This is an optimization exercise on Yosys and OpenROAD, whose aim is small area, not a production implementation.
Function was checked by simulation only, so behaviour that the tests miss may differ from the original.
Power and IR drop assume default switching activity.

==> trial 85 <==
==> flow/design.v <==
`timescale 1ns / 1ps
`timescale 1ns / 1ps
module ScoreDisplay(clk, rst, a, b, c, dh, seg, an);
	input clk, rst;
	input [5:0] a;
	input [3:0] b, c;
	input [2:0] dh;
	output [7:0] seg;
	output reg [3:0] an;
	reg [5:0] n;
	reg [3:0] dig;
	wire [3:0] ones = {dh, 1'b0};
	wire dz = (dh == 3'd0);
	wire lowz = dz & (c == 4'd0);
	wire [3:0] hund = dz ? b : (b == 4'd0) ? 4'd8 : b - 4'd1;
	wire [3:0] thou = lowz ? a[3:0] : (a == 6'd0) ? 4'd7 : a[3:0] - 4'd1;
	wire [3:0] thouc = (thou == 4'd14) ? 4'd15 : thou;
	reg [3:0] nd;
	always @* begin
		case (n[5:4])
			2'd0: nd = ones;
			2'd1: nd = c;
			2'd2: nd = hund;
			default: nd = thouc;
		endcase
	end
	always @ (posedge clk) begin
		if (rst) begin
			n <= 6'd8;
			dig <= 4'd14;
		end
		else begin
			n <= n + 6'd1;
			if (n[3:0] == 4'd15)
				dig <= nd;
		end
	end
	always @* begin
		if (dig == 4'd14)
			an = 4'b1111;
		else
			case (n[5:4])
				2'd1: an = 4'b1110;
				2'd2: an = 4'b1101;
				2'd3: an = 4'b1011;
				default: an = 4'b0111;
			endcase
	end
	assign seg = binaryToSeg(dig);
	function [7:0] binaryToSeg;
		input [3:0] digit;
		begin
			binaryToSeg =
				(digit == 4'h0) ? 8'b11000000 :
				(digit == 4'h1) ? 8'b11111001 :
				(digit == 4'h2) ? 8'b10100100 :
				(digit == 4'h3) ? 8'b10110000 :
				(digit == 4'h4) ? 8'b10011001 :
				(digit == 4'h5) ? 8'b10010010 :
				(digit == 4'h6) ? 8'b10000010 :
				(digit == 4'h7) ? 8'b11111000 :
				(digit == 4'h8) ? 8'b10000000 :
				(digit == 4'h9) ? 8'b10010000 : 8'b11111111;
		end
	endfunction
endmodule
`timescale 1ns / 1ps
module board(clk, rst, setSignal, setSpace, setRow, setCol, reset,
             outBoard, numFull, clr);
  input clk, rst;
  input setSignal, reset;
  input [4:0] setRow;
  input [3:0] setCol;
  input [15:0] setSpace;
  output reg [199:0] outBoard;
  output [2:0] numFull;    
  output clr;              
  reg rb2, rb1;            
  reg sb2, sb1;            
  assign clr = rb2 & ~rb1;
  wire apply = sb2 & ~sb1;
  always @(posedge clk) begin
    if (rst) begin
      rb2 <= 1'b0; rb1 <= 1'b0; sb2 <= 1'b0; sb1 <= 1'b0;
    end
    else begin
      sb2 <= setSignal;
      sb1 <= sb2;
      if (clr) begin
        rb2 <= 1'b0; rb1 <= 1'b0;
      end
      else begin
        rb2 <= reset; rb1 <= rb2;
      end
    end
  end
  wire [19:0] full;
  reg [5:1] t [0:20];
  reg [2:0] a [0:19];      
  reg [19:0] g3, g0;
  wire keep = ~rst & ~clr;
  integer r, k, c, e, i, j, m;
  genvar g;
  generate
    for (g = 0; g < 20; g = g + 1) begin : rows
      assign full[g] = &outBoard[g*10 +: 10];
    end
  endgenerate
  function tt(input integer jj, input integer kk);
    begin
      if (kk == 0) tt = 1'b1;
      else if (kk > 5) tt = 1'b0;
      else tt = t[jj > 20 ? 20 : jj][kk];
    end
  endfunction
  always @* begin
    t[0] = 5'b0;
    for (m = 0; m < 20; m = m + 1)
      t[m+1] = t[m] | ({5{full[m]}} & {t[m][4:1], 1'b1});
    for (r = 0; r < 20; r = r + 1) begin
      g3[r] = keep & (r + 3 < 20) & tt(r+3, 3);
      g0[r] = keep & ~tt(r+3, 3);
    end
    for (m = 0; m < 20; m = m + 1)
      for (k = 0; k < 3; k = k + 1)
        a[m][k] = (m + k < 20) & ((tt(m+k, k) & ~tt(m+k+1, k+1)) |
                                  (tt(m+k, k+3) & ~tt(m+k+1, k+4)));
  end
  assign numFull = {t[20][4], t[20][2] & ~t[20][4], (t[20][1] & ~t[20][2]) | (t[20][3] & ~t[20][4]) | t[20][5]};
  reg [33:0] p;
  always @* begin
    p = 34'b0;
    for (i = 0; i < 4; i = i + 1)
      for (j = 0; j < 4; j = j + 1)
        p[10*i+j] = setSpace[4*i+j];
  end
  wire [48:0] q0 = {15'b0, p} << setCol;
  wire [58:0] q = setRow[0] ? {q0, 10'b0} : {10'b0, q0};
  wire put = ~rst & apply;
  wire [15:0] hsel = {15'b0, put} << setRow[4:1];
  reg [199:0] x, nb;
  reg [9:0] row;
  always @* begin
    for (m = 0; m < 20; m = m + 1) begin
      row = 10'b0;
      for (k = 0; k < 3; k = k + 1)
        if (m + k < 20)
          row = row | ({10{a[m][k]}} & outBoard[(m+k)*10 +: 10]);
      x[m*10 +: 10] = row;
    end
    for (r = 0; r < 20; r = r + 1) begin
      row = {10{g0[r]}} & x[r*10 +: 10];
      if (r + 3 < 20)
        row = row | ({10{g3[r]}} & x[(r+3)*10 +: 10]);
      for (e = -1; e < 6; e = e + 1)
        if (((r + 2 - e) % 2 == 0) && (r + 2 - e) / 2 >= 0 && (r + 2 - e) / 2 < 16)
          for (c = 0; c < 10; c = c + 1)
            if (10*e + c + 2 >= 0 && 10*e + c + 2 < 59)
              row[c] = row[c] | (hsel[(r + 2 - e) / 2] & q[10*e + c + 2]);
      nb[r*10 +: 10] = row;
    end
  end
  always @(posedge clk)
    outBoard <= nb;
endmodule
module score(clk, rst, clr, numFull, a, b, c, dh);
  input clk, rst, clr;
  input [2:0] numFull;
  output reg [5:0] a;
  output reg [3:0] b, c;
  output reg [2:0] dh;
  reg [5:0] a1, a2;
  reg [4:0] b1, c1;
  reg [3:0] b2, c2;
  reg [2:0] d2;
  reg cc, cb, wrap, bd, bc, bb;
  always @* begin
    c1 = {1'b0, c} + ((numFull == 3'd1) ? 5'd4 : 5'd0);
    cc = c1 >= 5'd10;
    c2 = cc ? c1 - 5'd10 : c1;
    b1 = {1'b0, b} + ((numFull == 3'd2) ? 5'd1 : (numFull == 3'd3) ? 5'd3 :
                      (numFull == 3'd4) ? 5'd2 : 5'd0) + {4'b0, cc};
    cb = b1 >= 5'd10;
    b2 = cb ? b1 - 5'd10 : b1;
    a2 = a + {5'b0, numFull == 3'd4} + {5'b0, cb};
    wrap = (a2 > 6'd32) | ((a2 == 6'd32) & ((b2 > 4'd7) | ((b2 == 4'd7) &
           ((c2 > 4'd6) | ((c2 == 4'd6) & (dh == 3'd4))))));
    d2 = dh;
    if (wrap) begin
      bd = dh != 3'd4;
      d2 = bd ? dh + 3'd1 : 3'd0;
      c1 = {1'b0, c2} - 5'd6 - {4'b0, bd};
      bc = c1[4];
      c2 = bc ? c1 + 5'd10 : c1;
      b1 = {1'b0, b2} - 5'd7 - {4'b0, bc};
      bb = b1[4];
      b2 = bb ? b1 + 5'd10 : b1;
      a2 = a2 - 6'd32 - {5'b0, bb};
    end
  end
  always @(posedge clk) begin
    if (rst | clr) begin
      a <= 6'd0; b <= 4'd0; c <= 4'd0; dh <= 3'd0;
    end
    else begin
      a <= a2; b <= b2; c <= c2; dh <= d2;
    end
  end
endmodule
`timescale 1ns / 1ps
module vgacontroller(clk, rst, board, vsync, hsync, r, g, b,
                     falling_space, falling_row, falling_col);
	input clk, rst;
	input [199:0] board;
	input [15:0] falling_space;
	input [4:0] falling_row;
	input [3:0] falling_col;
	output reg vsync;
	output hsync;
	output [2:0] r, g;
	output [1:0] b;
	reg [5:0] hq;
	reg [4:0] hr;
	reg [4:0] vu;
	reg [4:0] vr;
	reg cr1, cg2, cb1;
	wire hr0 = (hr == 5'd0);
	wire hzero = (hq == 6'd5) & hr0;                   
	wire hend = (hq == 6'd45) & hr0;                   
	wire vend = (vu == 5'd27) & (vr == 5'd5);           
	always @(posedge clk) begin
		if (rst) begin
			hq <= 6'd5; hr <= 5'd0; vu <= 5'd21; vr <= 5'd0;
		end
		else begin
			if (hend) begin
				hq <= 6'd5; hr <= 5'd0;
				if (vend) begin
					vu <= 5'd21; vr <= 5'd0;
				end
				else if (vr == 5'd19) begin
					vu <= vu - 5'd1; vr <= 5'd0;
				end
				else
					vr <= vr + 5'd1;
			end
			else if (hr == 5'd19) begin
				hq <= hq + 6'd1; hr <= 5'd0;
			end
			else
				hr <= hr + 5'd1;
		end
	end
	assign hsync = ~(((hq == 6'd37) & (hr >= 5'd17)) | ((hq >= 6'd38) & (hq <= 6'd41)) |
	                 ((hq == 6'd42) & (hr <= 5'd12)));
	always @(posedge clk) begin
		if (rst)
			vsync <= 1'b1;
		else
			vsync <= ~((vu == 5'd29) & ((vr == 5'd10) | (vr == 5'd11)));
	end
	wire blank = hzero | (hq >= 6'd38) | ((hq == 6'd37) & ~hr0) |
	             (vu == 5'd29) | (vu == 5'd28) | (vu == 5'd27);
	wire inv = (vu <= 5'd19) | ((vu == 5'd31) & (vr == 5'd0));
	wire inh = ((hq >= 6'd16) & (hq <= 6'd25)) | ((hq == 6'd26) & hr0);
	wire [3:0] col = hq[3:0];                           
	wire col10 = (col == 4'd10);
	reg [19:0] vhot;
	reg [10:0] w;
	reg bbit;
	integer i, c;
	always @* begin
		for (i = 0; i < 20; i = i + 1)
			vhot[i] = (vu == i);
		for (c = 0; c < 10; c = c + 1) begin
			w[c] = 1'b0;
			for (i = 0; i < 20; i = i + 1)
				w[c] = w[c] | (vhot[i] & board[i*10 + c]);
		end
		w[10] = (vu == 5'd31) & board[0];
		for (i = 0; i < 19; i = i + 1)
			w[10] = w[10] | (vhot[i] & board[(i+1)*10]);
		bbit = 1'b0;
		for (c = 0; c < 11; c = c + 1)
			bbit = bbit | ((col == c) & w[c]);
	end
	wire [6:0] dr = {2'b0, vu} + 7'd2 - {2'b0, falling_row};
	wire [6:0] dc = {3'b0, col} + 7'd2 - {3'b0, falling_col};
	wire fbit = (dr < 7'd4) & (dc < 7'd4) & falling_space[{dr[1:0], dc[1:0]}];
	always @(posedge clk) begin
		if (rst | blank) begin
			cr1 <= 1'b0; cg2 <= 1'b0; cb1 <= 1'b0;
		end
		else if (~(inv & inh)) begin
			cr1 <= 1'b0; cg2 <= 1'b1; cb1 <= 1'b1;
		end
		else if (bbit) begin
			cr1 <= 1'b0; cg2 <= 1'b1; cb1 <= 1'b0;
		end
		else if (fbit) begin
			cr1 <= 1'b0; cg2 <= 1'b0; cb1 <= 1'b1;
		end
		else begin
			cr1 <= 1'b1; cg2 <= 1'b1; cb1 <= 1'b1;
		end
	end
	wire cx = cg2 ^ cb1;
	assign r = {cg2 & cb1, cr1, cg2 & ~cb1};
	assign g = {cg2, cr1 | cx, 1'b0};
	assign b = {cb1, ~cr1 & cx};
endmodule
`timescale 1ns / 1ps
module TetrisField( 
                   clk, rst,
                   setSignal, setSpace, setRow, setCol, gameReset,
                   falling_space, falling_row, falling_col,
                   board,
                   vgaRed, vgaGreen, vgaBlue, Hsync, Vsync,
                   seg, an);
    input clk, rst;
    input setSignal;
    input [15:0] setSpace;
    input [4:0] setRow;
    input [3:0] setCol;
    input gameReset;
    input [15:0] falling_space;
    input [4:0] falling_row;
    input [3:0] falling_col;
    output [199:0] board;
    output [2:0] vgaRed, vgaGreen;
    output [1:0] vgaBlue;
    output Hsync, Vsync;
    output [7:0] seg;
    output [3:0] an;
    wire [2:0] numFull;
    wire clr;
    wire [5:0] sa;
    wire [3:0] sb, sc;
    wire [2:0] sd;
    vgacontroller vga(.clk(clk), .rst(rst), .board(board),
                      .vsync(Vsync), .hsync(Hsync), .r(vgaRed), .g(vgaGreen), .b(vgaBlue),
                      .falling_space(falling_space), .falling_row(falling_row),
                      .falling_col(falling_col));
    board mainboard(.clk(clk), .rst(rst), .setSignal(setSignal), .setSpace(setSpace),
                    .setRow(setRow), .setCol(setCol), .reset(gameReset),
                    .outBoard(board), .numFull(numFull), .clr(clr));
    score mainscore(.clk(clk), .rst(rst), .clr(clr), .numFull(numFull),
                    .a(sa), .b(sb), .c(sc), .dh(sd));
    ScoreDisplay maindisplay(.clk(clk), .rst(rst), .a(sa), .b(sb), .c(sc), .dh(sd),
                             .seg(seg), .an(an));
endmodule
==> flow/flow/run.sh <==
#!/bin/bash
# Own layout flow: the standard flow, with three changes that only make
# the layout smaller:
#  - synthesis is the standard synthesis script, but ABC maps the logic
#    with an area-oriented script (flow/area.abc) instead of the speed script
#    (the clock period is 100 ns, far above any path); registers are untouched;
#  - the port buffers are sky130_fd_sc_hd__buf_1 cells;
#  - clock tree synthesis uses small clock buffers and no dummy loads.
# Each tool's output goes to a log file of its own in the work folder.
set -euo pipefail
W=$PWD
cat > "$W/area_synth.tcl" <<EOT
proc abc {args} {
  set i [lsearch -exact \$args -script]
  if {\$i >= 0} { lset args [expr {\$i + 1}] $W/flow/area.abc }
  yosys abc {*}\$args
}
source $W/synth_recipe.tcl
EOT
sed "s#SYNTH_SCRIPT=[^ ]*#SYNTH_SCRIPT=$W/area_synth.tcl#" standard.sh > "$W/area_standard.sh"
export BUFFER_PORTS_ARGS="-buffer_cell sky130_fd_sc_hd__buf_1"
export CTS_ARGS="-sink_clustering_enable -repair_clock_nets -dont_use_dummy_load -buf_list sky130_fd_sc_hd__clkbuf_2 -root_buf sky130_fd_sc_hd__clkbuf_4"
bash "$W/area_standard.sh" synth > "$W/synth.log" 2>&1
bash "$W/area_standard.sh" floorplan place > "$W/floorplan_place.log" 2>&1
bash "$W/area_standard.sh" cts > "$W/cts.log" 2>&1
bash "$W/area_standard.sh" > "$W/route_finish.log" 2>&1
==> flow/flow/area.abc <==
strash
fraig
rewrite
refactor
balance
rewrite -z
refactor -z
rewrite -z
balance
&get -n
&st
&dch -f
&nf -R 1000 -E 100 -p -C 32 -F 8
&put
==> flow/standard.sh <==
#!/bin/bash
# synth_recipe.tcl (not shown) runs the flow's synth.tcl, then flattens the netlist and writes it again
# the make line also repeats each setting of config.mk as NAME=value (left out here)
make -C /OpenROAD-flow-scripts/flow DESIGN_CONFIG=/design/flow/config.mk WORK_HOME=/design/flow/orfs CLKGATE_MAP_FILE= SYNTH_SCRIPT=/design/flow/synth_recipe.tcl "${@:-finish}"
==> flow/config.mk <==
export PLATFORM = sky130hd
export DESIGN_NAME = TetrisField
export DESIGN_NICKNAME = TetrisField
export VERILOG_FILES = /design/flow/design.v
export SDC_FILE = /design/flow/constraint.sdc
export NUM_CORES = 4
export LEC_CHECK = 0
export CAP_MARGIN = 20
export CORE_MARGIN = 2
export CORE_UTILIZATION = 25
export PLACE_DENSITY = 0.4
export SLEW_MARGIN = 20
==> flow/constraint.sdc <==
create_clock -name core_clock -period 100.0 [get_ports {clk}]
set_input_delay 20.0000 -clock core_clock [delete_from_list [all_inputs] [get_ports {clk}]]
set_output_delay 20.0000 -clock core_clock [all_outputs]
set_load 0.01 [all_outputs]
==> build 53 (differences from trial 85) <==
==> flow/design.v, changed modules only <==
module board(clk, rst, setSignal, setSpace, setRow, setCol, reset,
             outBoard, inc, clr);
  input clk, rst;
  input setSignal, reset;
  input [4:0] setRow;
  input [3:0] setCol;
  input [15:0] setSpace;
  output reg [199:0] outBoard;
  output [4:1] inc;        
  output clr;              
  reg rb2, rb1;            
  reg sb2, sb1;            
  assign clr = rb2 & ~rb1;
  wire apply = sb2 & ~sb1;
  always @(posedge clk) begin
    if (rst) begin
      rb2 <= 1'b0; rb1 <= 1'b0; sb2 <= 1'b0; sb1 <= 1'b0;
    end
    else begin
      sb2 <= setSignal;
      sb1 <= sb2;
      if (clr) begin
        rb2 <= 1'b0; rb1 <= 1'b0;
      end
      else begin
        rb2 <= reset; rb1 <= rb2;
      end
    end
  end
  wire [19:0] full;
  reg [5:1] t [0:20];
  reg [2:0] a [0:19];      
  reg [19:0] g3, g0;
  wire keep = ~rst & ~clr;
  integer r, k, c, e, i, j, m;
  genvar g;
  generate
    for (g = 0; g < 20; g = g + 1) begin : rows
      assign full[g] = &outBoard[g*10 +: 10];
    end
  endgenerate
  function tt(input integer jj, input integer kk);
    begin
      if (kk == 0) tt = 1'b1;
      else if (kk > 5) tt = 1'b0;
      else tt = t[jj > 20 ? 20 : jj][kk];
    end
  endfunction
  always @* begin
    t[0] = 5'b0;
    for (m = 0; m < 20; m = m + 1)
      t[m+1] = t[m] | ({5{full[m]}} & {t[m][4:1], 1'b1});
    for (r = 0; r < 20; r = r + 1) begin
      g3[r] = keep & (r + 3 < 20) & tt(r+3, 3);
      g0[r] = keep & ~tt(r+3, 3);
    end
    for (m = 0; m < 20; m = m + 1)
      for (k = 0; k < 3; k = k + 1)
        a[m][k] = (m + k < 20) & ((tt(m+k, k) & ~tt(m+k+1, k+1)) |
                                  (tt(m+k, k+3) & ~tt(m+k+1, k+4)));
  end
  assign inc = {t[20][4] & ~t[20][5], t[20][3] & ~t[20][4], t[20][2] & ~t[20][3], t[20][1] & ~t[20][2]};
  reg [33:0] p;
  always @* begin
    p = 34'b0;
    for (i = 0; i < 4; i = i + 1)
      for (j = 0; j < 4; j = j + 1)
        p[10*i+j] = setSpace[4*i+j];
  end
  wire [58:0] p1 = setRow[0] ? {15'b0, p, 10'b0} : {25'b0, p};
  wire [58:0] q = p1 << setCol;
  wire put = ~rst & apply;
  wire [15:0] hsel = {15'b0, put} << setRow[4:1];
  reg [199:0] x, nb;
  reg [9:0] row;
  always @* begin
    for (m = 0; m < 20; m = m + 1) begin
      row = 10'b0;
      for (k = 0; k < 3; k = k + 1)
        if (m + k < 20)
          row = row | ({10{a[m][k]}} & outBoard[(m+k)*10 +: 10]);
      x[m*10 +: 10] = row;
    end
    for (r = 0; r < 20; r = r + 1) begin
      row = {10{g0[r]}} & x[r*10 +: 10];
      if (r + 3 < 20)
        row = row | ({10{g3[r]}} & x[(r+3)*10 +: 10]);
      for (e = -1; e < 6; e = e + 1)
        if (((r + 2 - e) % 2 == 0) && (r + 2 - e) / 2 >= 0 && (r + 2 - e) / 2 < 16)
          for (c = 0; c < 10; c = c + 1)
            if (10*e + c + 2 >= 0 && 10*e + c + 2 < 59)
              row[c] = row[c] | (hsel[(r + 2 - e) / 2] & q[10*e + c + 2]);
      nb[r*10 +: 10] = row;
    end
  end
  always @(posedge clk)
    outBoard <= nb;
endmodule
module score(clk, rst, clr, i1, i2, i3, i4, a, b, c, dh);
  input clk, rst, clr, i1, i2, i3, i4;
  output reg [5:0] a;
  output reg [3:0] b, c;
  output reg [2:0] dh;
  reg [3:0] c2, b2, c3, b3;
  reg [5:0] a2, a3;
  reg [4:0] b1;
  reg [2:0] d3;
  reg cc, cb, wrap, bd, bc, bb;
  reg [4:0] t;
  always @* begin
    cc = i1 & (c >= 4'd6);
    c2 = i1 ? (cc ? c - 4'd6 : c + 4'd4) : c;
    b1 = {1'b0, b} + {3'b0, i3 | i4, i3 | i2 | cc};
    cb = b1 >= 5'd10;
    b2 = cb ? b1 - 5'd10 : b1[3:0];
    a2 = a + {5'b0, i4} + {5'b0, cb};
    wrap = a2[5] & ((a2[0] | a2[1]) | (b2 > 4'd7) | ((b2 == 4'd7) & ((c2 > 4'd6) | ((c2 == 4'd6) & dh[2]))));
    bd = ~dh[2];
    d3 = wrap ? (bd ? dh + 3'd1 : 3'd0) : dh;
    t = {1'b0, c2} - 5'd6 - {4'b0, bd};
    bc = t[4];
    c3 = wrap ? (bc ? t[3:0] + 4'd10 : t[3:0]) : c2;
    t = {1'b0, b2} - 5'd7 - {4'b0, bc};
    bb = t[4];
    b3 = wrap ? (bb ? t[3:0] + 4'd10 : t[3:0]) : b2;
    a3 = wrap ? {5'b0, a2[0] & ~bb} : a2;
  end
  always @(posedge clk) begin
    if (rst | clr) begin
      a <= 6'd0; b <= 4'd0; c <= 4'd0; dh <= 3'd0;
    end
    else begin
      a <= a3; b <= b3; c <= c3; dh <= d3;
    end
  end
endmodule
module TetrisField( 
                   clk, rst,
                   setSignal, setSpace, setRow, setCol, gameReset,
                   falling_space, falling_row, falling_col,
                   board,
                   vgaRed, vgaGreen, vgaBlue, Hsync, Vsync,
                   seg, an);
    input clk, rst;
    input setSignal;
    input [15:0] setSpace;
    input [4:0] setRow;
    input [3:0] setCol;
    input gameReset;
    input [15:0] falling_space;
    input [4:0] falling_row;
    input [3:0] falling_col;
    output [199:0] board;
    output [2:0] vgaRed, vgaGreen;
    output [1:0] vgaBlue;
    output Hsync, Vsync;
    output [7:0] seg;
    output [3:0] an;
    wire [4:1] inc;
    wire clr;
    wire [5:0] sa;
    wire [3:0] sb, sc;
    wire [2:0] sd;
    vgacontroller vga(.clk(clk), .rst(rst), .board(board),
                      .vsync(Vsync), .hsync(Hsync), .r(vgaRed), .g(vgaGreen), .b(vgaBlue),
                      .falling_space(falling_space), .falling_row(falling_row),
                      .falling_col(falling_col));
    board mainboard(.clk(clk), .rst(rst), .setSignal(setSignal), .setSpace(setSpace),
                    .setRow(setRow), .setCol(setCol), .reset(gameReset),
                    .outBoard(board), .inc(inc), .clr(clr));
    score mainscore(.clk(clk), .rst(rst), .clr(clr),
                    .i1(inc[1]), .i2(inc[2]), .i3(inc[3]), .i4(inc[4]),
                    .a(sa), .b(sb), .c(sc), .dh(sd));
    ScoreDisplay maindisplay(.clk(clk), .rst(rst), .a(sa), .b(sb), .c(sc), .dh(sd),
                             .seg(seg), .an(an));
endmodule
==> build 87 (differences from trial 85) <==
==> flow/design.v, changed modules only <==
module board(clk, rst, setSignal, setSpace, setRow, setCol, reset,
             outBoard, inc, clr);
  input clk, rst;
  input setSignal, reset;
  input [4:0] setRow;
  input [3:0] setCol;
  input [15:0] setSpace;
  output reg [199:0] outBoard;
  output [4:1] inc;        
  output clr;              
  reg rb2, rb1;            
  reg sb2, sb1;            
  assign clr = rb2 & ~rb1;
  wire apply = sb2 & ~sb1;
  always @(posedge clk) begin
    if (rst) begin
      rb2 <= 1'b0; rb1 <= 1'b0; sb2 <= 1'b0; sb1 <= 1'b0;
    end
    else begin
      sb2 <= setSignal;
      sb1 <= sb2;
      if (clr) begin
        rb2 <= 1'b0; rb1 <= 1'b0;
      end
      else begin
        rb2 <= reset; rb1 <= rb2;
      end
    end
  end
  wire [19:0] full;
  reg [5:1] t [0:20];
  reg [2:0] a [0:19];      
  reg [19:0] g3, g0;
  wire keep = ~rst & ~clr;
  integer r, k, c, e, i, j, m;
  genvar g;
  generate
    for (g = 0; g < 20; g = g + 1) begin : rows
      assign full[g] = &outBoard[g*10 +: 10];
    end
  endgenerate
  function tt(input integer jj, input integer kk);
    begin
      if (kk == 0) tt = 1'b1;
      else if (kk > 5) tt = 1'b0;
      else tt = t[jj > 20 ? 20 : jj][kk];
    end
  endfunction
  always @* begin
    t[0] = 5'b0;
    for (m = 0; m < 20; m = m + 1)
      t[m+1] = t[m] | ({5{full[m]}} & {t[m][4:1], 1'b1});
    for (r = 0; r < 20; r = r + 1) begin
      g3[r] = keep & (r + 3 < 20) & tt(r+3, 3);
      g0[r] = keep & ~tt(r+3, 3);
    end
    for (m = 0; m < 20; m = m + 1)
      for (k = 0; k < 3; k = k + 1)
        a[m][k] = (m + k < 20) & ((tt(m+k, k) & ~tt(m+k+1, k+1)) |
                                  (tt(m+k, k+3) & ~tt(m+k+1, k+4)));
  end
  assign inc = {t[20][4] & ~t[20][5], t[20][3] & ~t[20][4], t[20][2] & ~t[20][3], t[20][1] & ~t[20][2]};
  reg [33:0] p;
  always @* begin
    p = 34'b0;
    for (i = 0; i < 4; i = i + 1)
      for (j = 0; j < 4; j = j + 1)
        p[10*i+j] = setSpace[4*i+j];
  end
  wire [48:0] q0 = {15'b0, p} << setCol;
  wire [58:0] q = setRow[0] ? {q0, 10'b0} : {10'b0, q0};
  wire put = ~rst & apply;
  wire [15:0] hsel = {15'b0, put} << setRow[4:1];
  reg [199:0] x, nb;
  reg [9:0] row;
  always @* begin
    for (m = 0; m < 20; m = m + 1) begin
      row = 10'b0;
      for (k = 0; k < 3; k = k + 1)
        if (m + k < 20)
          row = row | ({10{a[m][k]}} & outBoard[(m+k)*10 +: 10]);
      x[m*10 +: 10] = row;
    end
    for (r = 0; r < 20; r = r + 1) begin
      row = {10{g0[r]}} & x[r*10 +: 10];
      if (r + 3 < 20)
        row = row | ({10{g3[r]}} & x[(r+3)*10 +: 10]);
      for (e = -1; e < 6; e = e + 1)
        if (((r + 2 - e) % 2 == 0) && (r + 2 - e) / 2 >= 0 && (r + 2 - e) / 2 < 16)
          for (c = 0; c < 10; c = c + 1)
            if (10*e + c + 2 >= 0 && 10*e + c + 2 < 59)
              row[c] = row[c] | (hsel[(r + 2 - e) / 2] & q[10*e + c + 2]);
      nb[r*10 +: 10] = row;
    end
  end
  always @(posedge clk)
    outBoard <= nb;
endmodule
module score(clk, rst, clr, i1, i2, i3, i4, a, b, c, dh);
  input clk, rst, clr, i1, i2, i3, i4;
  output reg [5:0] a;
  output reg [3:0] b, c;
  output reg [2:0] dh;
  reg [3:0] c2, b2, c3, b3;
  reg [5:0] a2, a3;
  reg [4:0] b1;
  reg [2:0] d3;
  reg cc, cb, wrap, bd, bc, bb;
  reg [4:0] t;
  always @* begin
    cc = i1 & (c >= 4'd6);
    c2 = i1 ? (cc ? c - 4'd6 : c + 4'd4) : c;
    b1 = {1'b0, b} + {3'b0, i3 | i4, i3 | i2 | cc};
    cb = b1 >= 5'd10;
    b2 = cb ? b1 - 5'd10 : b1[3:0];
    a2 = a + {5'b0, i4} + {5'b0, cb};
    wrap = a2[5] & ((a2[0] | a2[1]) | (b2 > 4'd7) | ((b2 == 4'd7) & ((c2 > 4'd6) | ((c2 == 4'd6) & dh[2]))));
    bd = ~dh[2];
    d3 = wrap ? (bd ? dh + 3'd1 : 3'd0) : dh;
    t = {1'b0, c2} - 5'd6 - {4'b0, bd};
    bc = t[4];
    c3 = wrap ? (bc ? t[3:0] + 4'd10 : t[3:0]) : c2;
    t = {1'b0, b2} - 5'd7 - {4'b0, bc};
    bb = t[4];
    b3 = wrap ? (bb ? t[3:0] + 4'd10 : t[3:0]) : b2;
    a3 = wrap ? {5'b0, a2[0] & ~bb} : a2;
  end
  always @(posedge clk) begin
    if (rst | clr) begin
      a <= 6'd0; b <= 4'd0; c <= 4'd0; dh <= 3'd0;
    end
    else begin
      a <= a3; b <= b3; c <= c3; dh <= d3;
    end
  end
endmodule
module TetrisField( 
                   clk, rst,
                   setSignal, setSpace, setRow, setCol, gameReset,
                   falling_space, falling_row, falling_col,
                   board,
                   vgaRed, vgaGreen, vgaBlue, Hsync, Vsync,
                   seg, an);
    input clk, rst;
    input setSignal;
    input [15:0] setSpace;
    input [4:0] setRow;
    input [3:0] setCol;
    input gameReset;
    input [15:0] falling_space;
    input [4:0] falling_row;
    input [3:0] falling_col;
    output [199:0] board;
    output [2:0] vgaRed, vgaGreen;
    output [1:0] vgaBlue;
    output Hsync, Vsync;
    output [7:0] seg;
    output [3:0] an;
    wire [4:1] inc;
    wire clr;
    wire [5:0] sa;
    wire [3:0] sb, sc;
    wire [2:0] sd;
    vgacontroller vga(.clk(clk), .rst(rst), .board(board),
                      .vsync(Vsync), .hsync(Hsync), .r(vgaRed), .g(vgaGreen), .b(vgaBlue),
                      .falling_space(falling_space), .falling_row(falling_row),
                      .falling_col(falling_col));
    board mainboard(.clk(clk), .rst(rst), .setSignal(setSignal), .setSpace(setSpace),
                    .setRow(setRow), .setCol(setCol), .reset(gameReset),
                    .outBoard(board), .inc(inc), .clr(clr));
    score mainscore(.clk(clk), .rst(rst), .clr(clr),
                    .i1(inc[1]), .i2(inc[2]), .i3(inc[3]), .i4(inc[4]),
                    .a(sa), .b(sb), .c(sc), .dh(sd));
    ScoreDisplay maindisplay(.clk(clk), .rst(rst), .a(sa), .b(sb), .c(sc), .dh(sd),
                             .seg(seg), .an(an));
endmodule
==> notes <==
Final area, highest first: trial 85, build 87, build 53.
In build 87 the synthesized cell count is lower than in trial 85, by about 3%.
The lowest worst hold slack belongs to build 87, the highest to build 53.
Register-to-register slack, lowest first: trial 85, build 53, build 87.
Of build 87 and trial 85, trial 85 has the higher critical path depth (gap 1).
The highest sequential share of layout area belongs to build 53, the lowest to trial 85.
Of build 53 and trial 85, trial 85 has the higher global-route usage (gap 2.9 points).
In build 87 the combinational power is larger than in build 53, by about 13%.
First-iteration DRC count: build 87 > build 53 > trial 85.
Count of clock-buffer cells in the layout: trial 85 > build 87 > build 53.
The lowest non-clock buffer count belongs to build 87, the highest to trial 85.
==> figures <==
quantity	trial 85	build 53	build 87
Final-layout worst hold slack	0.474 ns	0.482 ns	0.471 ns
Sequential area share after synthesis	0.270	0.275	0.273
Number of vias per cell	7.06	7.04	7.15
Synthesized-area fraction occupied by adder cells	0.0463	0.0412	0.0409
Final Net Count	2948	2790	2844
Clock edge transition at the registers on the reported setup and hold paths	0.05 ns	0.09 ns	0.11 ns
Compound-Gate Fraction of Synth Area	0.435	0.443	0.441
Result of the run	no timing/DRC/antenna violations	no timing/DRC/antenna violations	no timing/DRC/antenna violations
Non-clock inverters	69	65	65
Power density normalized to cell area	9.50 nW/um2	9.47 nW/um2	9.63 nW/um2
NetSw	79.6 uW	75.4 uW	79.8 uW
Total Routing Usage GR	0.343	0.314	0.345
Source-to-sink clock delay at the later pin of the worst-skew pair	0.87 ns	0.89 ns	0.86 ns
Fraction of synthesized area in multiplexers	0.0279	0.0261	0.0259
Worst Tran Pin Value	1.29 ns	1.28 ns	1.32 ns
Netlist cell types	61	61	60
Gate power share	0.159	0.146	0.161
Beginning of the critical path	vga.hq[1]	vga.hq[3]	vga.hq[1]
Register share of the cell area	0.227	0.232	0.231
Number of filler cells placed in the layout	8305	8213	8178
Met2 usage	0.493	0.486	0.488
Share of final layout cell area taken by clock buffers and inverters	0.0199	0.0194	0.0195
Start of the worst register-to-register path	mainboard.outBoard[19]	mainboard.outBoard[9]	mainboard.outBoard[2]

static timing again, ports no longer ideal:
The flow's constraints put no driver on any port. The routed layouts listed below were extracted and timed again, unchanged, in two steps. Step 1 assumes that a clkbuf_16 drives the clock port and a buf_2 every other input. Step 2 moves the port delays by t, midway between the first and last clock arrival at a register: inputs arrive t later, outputs are due t later. That takes back most of the time a late clock gives input paths. Three values: ideal ports, drivers, drivers and shift; two values: the first two.
run | shift t [ns] | setup WS [ns] | clock arrival spread, ns | worst slew at a driven data input, ns
trial 85 | 0.885 | 77.356 / 77.295 / 76.727 | 0.086 / 0.086 | 0.04
build 53 | 0.881 | 77.089 / 77.029 / 76.854 | 0.141 / 0.141 | 0.04
build 87 | 0.876 | 77.187 / 77.122 / 76.906 | 0.092 / 0.092 | 0.08
After both steps every run listed still meets setup and hold. The setup slack of trial 85, which loses most, moves by -0.061 ns with the drivers and by -0.629 ns with both steps.
